Background: an optimization exercise with open tools, aiming at small area. Do not read the settings as production practice.
RTL that was checked went through simulation tests only; none was proved equivalent to the original.
No activity file was given, so power comes from the tool's default toggle rates.

== north ==
==> flow/design.v (excerpt) <==
module programmer (
	input 			sys_clk,
	input 			sys_nrst,
	input 			MISO,
	output			MOSI,
	output			SCK,
	output 			NSS,
	input [15:0] 	command,
	input 			out_fifo_empty,
	input [15:0]	out_fifo_rd_data,
	output			out_fifo_rd_en,
	output reg 		program_done,
	output reg 		verify_done,
	output reg 		program_error,
	output reg 		spi_violation_err,
	output reg 		spi_process_err
);
For scale: roughly 510 flip-flops, about 45 I/O pins, about 21000 um^2 of cells after synthesis.
export LEC_CHECK = 0
export ABC_AREA = 1
export CAP_MARGIN = 20
export CORE_MARGIN = 2
export CORE_UTILIZATION = 70
export CTS_BUF_LIST = sky130_fd_sc_hd__clkbuf_16
export CTS_CLUSTER_DIAMETER = 150
export CTS_CLUSTER_SIZE = 25
export PLACE_DENSITY = 0.8
export SLEW_MARGIN = 20
create_clock -name core_clock -period 8.0 [get_ports {sys_clk}]
standard.sh (not shown) runs the stock make flow with config.mk's settings and CLKGATE_MAP_FILE= SYNTH_SCRIPT=/design/flow/synth_recipe.tcl, a recipe that flattens the netlist after the stock synthesis.
==> flow/flow/run.sh <==
#!/bin/bash
# The standard layout (standard.sh, unchanged synthesis) with two changes:
#  - the input and output port buffers are the smallest buffer (buf_1);
#  - clock tree synthesis adds no dummy loads.
# Each tool's full output goes to the ORFS logs under orfs/logs; make's own
# output goes to standard.log here.
export BUFFER_PORTS_ARGS="-buffer_cell sky130_fd_sc_hd__buf_1"
export CTS_ARGS="-sink_clustering_enable -repair_clock_nets -sink_clustering_size 28 -sink_clustering_max_diameter 120 -buf_list sky130_fd_sc_hd__clkbuf_16 -dont_use_dummy_load"
bash standard.sh > standard.log 2>&1
Input changes introduced in south (baseline for comparison: north):
-- flow/design.v --
<<< north, line 46
reg			ones;		 
reg [15:0]	crc;
reg [3:0]	crc_cnt;
reg [4:0]	ncomp;		 
reg [2:0]	kq;			 
>>> south, line 46
reg			ones;		 
reg [15:0]	crc;
reg [3:0]	cnt;		 
reg [4:0]	ncomp;		 
reg [2:0]	kq;			 
<<< north, line 60
localparam	H_W1 = 3'd0, H_W2 = 3'd1, H_W3 = 3'd2, H_CLO = 3'd3, H_CHI = 3'd4, H_CRC = 3'd5, H_DATA = 3'd6;
wire		fifo_sync_rst = (fst == F_READ) && (hs == H_W1);
wire		start_program = (fst == F_CRC) && (hs == H_DATA) && (crc_cnt == 4'd0) && cr[2];
wire		crc_ok   = (crc == fb);
wire		rem_more = !rem[32] && ((|rem[31:3]) || (rem[2:0] == 3'd7));	 
reg [4:0]	ps;			 
reg [1:0]	pre;		 
reg [3:0]	cnt;		 
reg [1:0]	dc;			 
reg [15:0]	pb;			 
>>> south, line 60
localparam	H_W1 = 3'd0, H_W2 = 3'd1, H_W3 = 3'd2, H_CLO = 3'd3, H_CHI = 3'd4, H_CRC = 3'd5, H_DATA = 3'd6;
wire		fifo_sync_rst = (fst == F_READ) && (hs == H_W1);
wire		start_program = (fst == F_CRC) && (hs == H_DATA) && (cnt == 4'd0) && cr[2];
wire		crc_ok   = (crc == fb);
wire		rem_more = !rem[32] && ((|rem[31:3]) || (rem[2:0] == 3'd7));	 
reg [4:0]	ps;			 
reg [1:0]	pre;		 
reg [1:0]	dc;			 
reg [15:0]	pb;			 
<<< north, line 202
					fifo_zero <= (cr[1:0] != 2'b10);
					crc <= 16'hffff;
					crc_cnt <= 0;
					verify_done <= 0;
					fst <= F_READ;
>>> south, line 201
					fifo_zero <= (cr[1:0] != 2'b10);
					crc <= 16'hffff;
					cnt <= 0;
					verify_done <= 0;
					fst <= F_READ;
<<< north, line 273
			end
			F_CRC: begin
				crc_cnt <= crc_cnt + 1'b1;
				if (crc_cnt == 4'd15)
					fst <= F_READ;
				crc <= {1'b0, crc[15:1]} ^ ((crc[0] ^ fb[crc_cnt]) ? 16'h8408 : 16'h0000);
			end
			F_WRITE, F_WRITEW: begin
>>> south, line 272
			end
			F_CRC: begin
				cnt <= cnt + 1'b1;
				if (cnt == 4'd15)
					fst <= F_READ;
				crc <= {1'b0, crc[15:1]} ^ ((crc[0] ^ fb[cnt]) ? 16'h8408 : 16'h0000);
			end
			F_WRITE, F_WRITEW: begin
[summary]
Between south and north, count of non-CTS inverters in the layout is higher for south, north comes in under that.
south reports its worst setup path startpoint as fst[2] while north reports sys_nrst.
Against north, net switching power figure in south came out worse.
Number of distinct library cells after synthesis, south and north: lower on south
Re number of non-clock buffers: north was lower than south.
south: sequential share of layout area lower than north
In the reports for south and north, the larger area growth from synthesis to layout belongs to south.
Relative to north, maximum frequency from static timing analysis has increased by 4.8% in south.
Taking north as the reference, in south largest fanout of any net on the critical path went down; total power shows an increase of 480 uW.
Of south and north, the higher delay of the slowest cell on the worst path belongs to south.
Only the layout flow was run in north; the RTL was not checked for function there.

========
T:
programmer, a different RTL version from the one above (not shown whole).
Size in the first run: about 2000 cells after synthesis, roughly 520 flip-flops, ~45 I/O pins.
Design programmer, start of the top module:
module programmer (
	input 			sys_clk,
	input 			sys_nrst,
	input 			MISO,
	output			MOSI,
	output			SCK,
	output 			NSS,
	input [15:0] 	command,
	input 			out_fifo_empty,
	input [15:0]	out_fifo_rd_data,
	output			out_fifo_rd_en,
	output reg 		program_done,
	output reg 		verify_done,
	output reg 		program_error,
	output reg 		spi_violation_err,
	output reg 		spi_process_err
);
clock: 8.0 ns
lec_check: 0
cap_margin: 20
core_margin: 2
core_utilization: 70
cts_buf_list: sky130_fd_sc_hd__clkbuf_16
cts_cluster_diameter: 150
cts_cluster_size: 25
place_density: 0.8
slew_margin: 20
==> flow/flow/run.sh <==
#!/bin/bash
# The standard layout (standard.sh, unchanged synthesis) with two changes:
#  - the input and output port buffers are the smallest buffer (buf_1);
#  - clock tree synthesis adds no dummy loads.
# Each tool's full output goes to the ORFS logs under orfs/logs; make's own
# output goes to standard.log here.
export BUFFER_PORTS_ARGS="-buffer_cell sky130_fd_sc_hd__buf_1"
export CTS_ARGS="-sink_clustering_enable -repair_clock_nets -sink_clustering_size 25 -sink_clustering_max_diameter 150 -buf_list sky130_fd_sc_hd__clkbuf_16 -dont_use_dummy_load"
bash standard.sh > standard.log 2>&1
> inputs changed (T -> S)
-- flow/design.v --
<<< T, line 98
reg [127:0]	sa, sb;
reg			wpend;		 
reg [3:0]	wslot;
wire		mem_we  = sys_nrst && !fifo_sync_rst && fifo_wr_en;
wire		we_now  = mem_we && (wp[0] ^ ph[0]);
reg [7:0]	ring_we;
integer		ri;
always @(*) begin
	for (ri = 0; ri < 8; ri = ri + 1)
		ring_we[ri] = (we_now && wp[3:1] == ri) || (wpend && wslot[3:1] == ri);
	fifo_q = 16'b0;
	for (ri = 0; ri < 8; ri = ri + 1)
		fifo_q = fifo_q | (sa[ri*16 +: 16] & {16{!fifo_zero && rp[3:1] == ri && !(rp[0] ^ ph[0])}})
		                | (sb[ri*16 +: 16] & {16{!fifo_zero && rp[3:1] == ri &&  (rp[0] ^ ph[0])}});
	if (wpend && rp[3:0] == wslot && !fifo_zero)
		fifo_q = fb;
end
wire		wait_end  = tm[7] & tm[6] & tm[3];	 
wire		tm_end    = tm[5] & tm[3] & tm[2] & tm[1] & tm[0];	 
wire [7:0]	pb_byte   = cnt[0] ? pb[15:8] : pb[7:0];
always @(posedge sys_clk) begin
	if (nss_r) begin
>>> S, line 98
reg [127:0]	sa, sb;
reg			wpend;		 
reg			rd_late;	 
wire [3:0]	wp_prev = wp[3:0] - 1'b1;
wire [3:0]	rp_prev = rp[3:0] - 1'b1;
wire		mem_we  = sys_nrst && !fifo_sync_rst && fifo_wr_en;
wire		we_now  = mem_we && (wp[0] ^ ph[0]);
wire		rd_now  = !(rp[0] ^ ph[0]);		 
wire [2:0]	rd_ring = rd_late ? rp_prev[3:1] : rp[3:1];
reg [7:0]	ring_we;
integer		ri;
always @(*) begin
	for (ri = 0; ri < 8; ri = ri + 1)
		ring_we[ri] = (we_now && wp[3:1] == ri) || (wpend && wp_prev[3:1] == ri);
	fifo_q = 16'b0;
	for (ri = 0; ri < 8; ri = ri + 1)
		fifo_q = fifo_q | (sa[ri*16 +: 16] & {16{!fifo_zero && rd_ring == ri}});
end
wire [15:0]	pb_eff = rd_late ? fifo_q : pb;
wire		wait_end  = tm[7] & tm[6] & tm[3];	 
wire		tm_end    = tm[5] & tm[3] & tm[2] & tm[1] & tm[0];	 
wire [7:0]	pb_byte   = cnt[0] ? pb_eff[15:8] : pb_eff[7:0];
always @(posedge sys_clk) begin
	if (nss_r) begin
<<< T, line 425
					P_CRDF, P_DRDF, P_CRDFW, P_DRDFW: begin
						if (fifo_rd_en) begin
							pb <= fifo_q;
							ps <= ps[0] ? P_DRDIG : P_CSEND;
						end
>>> S, line 427
					P_CRDF, P_DRDF, P_CRDFW, P_DRDFW: begin
						if (fifo_rd_en) begin
							if (rd_now)
								pb <= fifo_q;
							ps <= ps[0] ? P_DRDIG : P_CSEND;
						end
<<< T, line 565
		sa[ri*16 +: 16] <= ring_we[ri] ? fb : sb[ri*16 +: 16];
	wpend <= sys_nrst && mem_we && !(wp[0] ^ ph[0]);
	wslot <= wp[3:0];
end
endmodule
>>> S, line 568
		sa[ri*16 +: 16] <= ring_we[ri] ? fb : sb[ri*16 +: 16];
	wpend <= sys_nrst && mem_we && !(wp[0] ^ ph[0]);
	rd_late <= sys_nrst && fifo_rd_en && !rd_now;
	if (rd_late)
		pb <= fifo_q;
end
endmodule
Results
S vs. T: area growth from synthesis to layout went down 0.32 points; wire length went down; synthesized cell count up 57.
The final layout from S, which completed every stage, passed the timing, DRC and antenna checks at the end of the flow.
From T to S the numbers moved as follows: worst hold slack across all endpoints stayed essentially flat, count of placed standard cells in the final layout, fillers left out went up 57.
Of S and T, the run reporting the higher starting density of the core was S.
Between S and T, it is S whose cell area is higher, by about 0.8%.
Between T and S, part of the power in combinational logic decreased.
Number of resized instances in the post-cts repair step: S vs T identical
[compare] base=T new=S: power fell 0.00043 W; post-detailed-route DRC marker count about even.
Compared S vs T, and global-route usage is down in S.

==> afterwards: timing with drivers on the ports <==
In the flow no input, the clock included, has a driving cell. The finished layouts below were timed again as built, in two steps. Step 1, drivers: a clkbuf_16 drives sys_clk and a buf_2 each remaining input, both assumed. Step 2 also shifts input and output timing later by t, the mid clock arrival at the registers, as if the neighbouring blocks saw the same clock. Slacks: ideal / step 1 / step 2; pairs: ideal / step 1.
| run | t (ns) | setup slack, ns | hold slack, ns | clock arrival spread, ns | worst data-port slew with drivers (ns) |
|---|---|---|---|---|---|
| north | 0.599 | 3.530 / 3.560 / 2.961 | 0.314 / 0.314 / 0.314 | 0.072 / 0.071 | 0.05 |
| south | 0.599 | 3.733 / 3.733 / 3.377 | 0.295 / 0.295 / 0.295 | 0.069 / 0.069 | 0.04 |
| T | 0.607 | 3.770 / 3.770 / 3.770 | 0.320 / 0.320 / 0.320 | 0.076 / 0.076 | 0.04 |
| S | 0.619 | 2.636 / 2.636 / 2.636 | 0.320 / 0.320 / 0.320 | 0.069 / 0.069 | 0.03 |
After both steps every run listed still meets setup and hold. For north, which loses most, drivers alone change the setup slack by +0.030 ns; drivers and shift together by -0.569 ns.
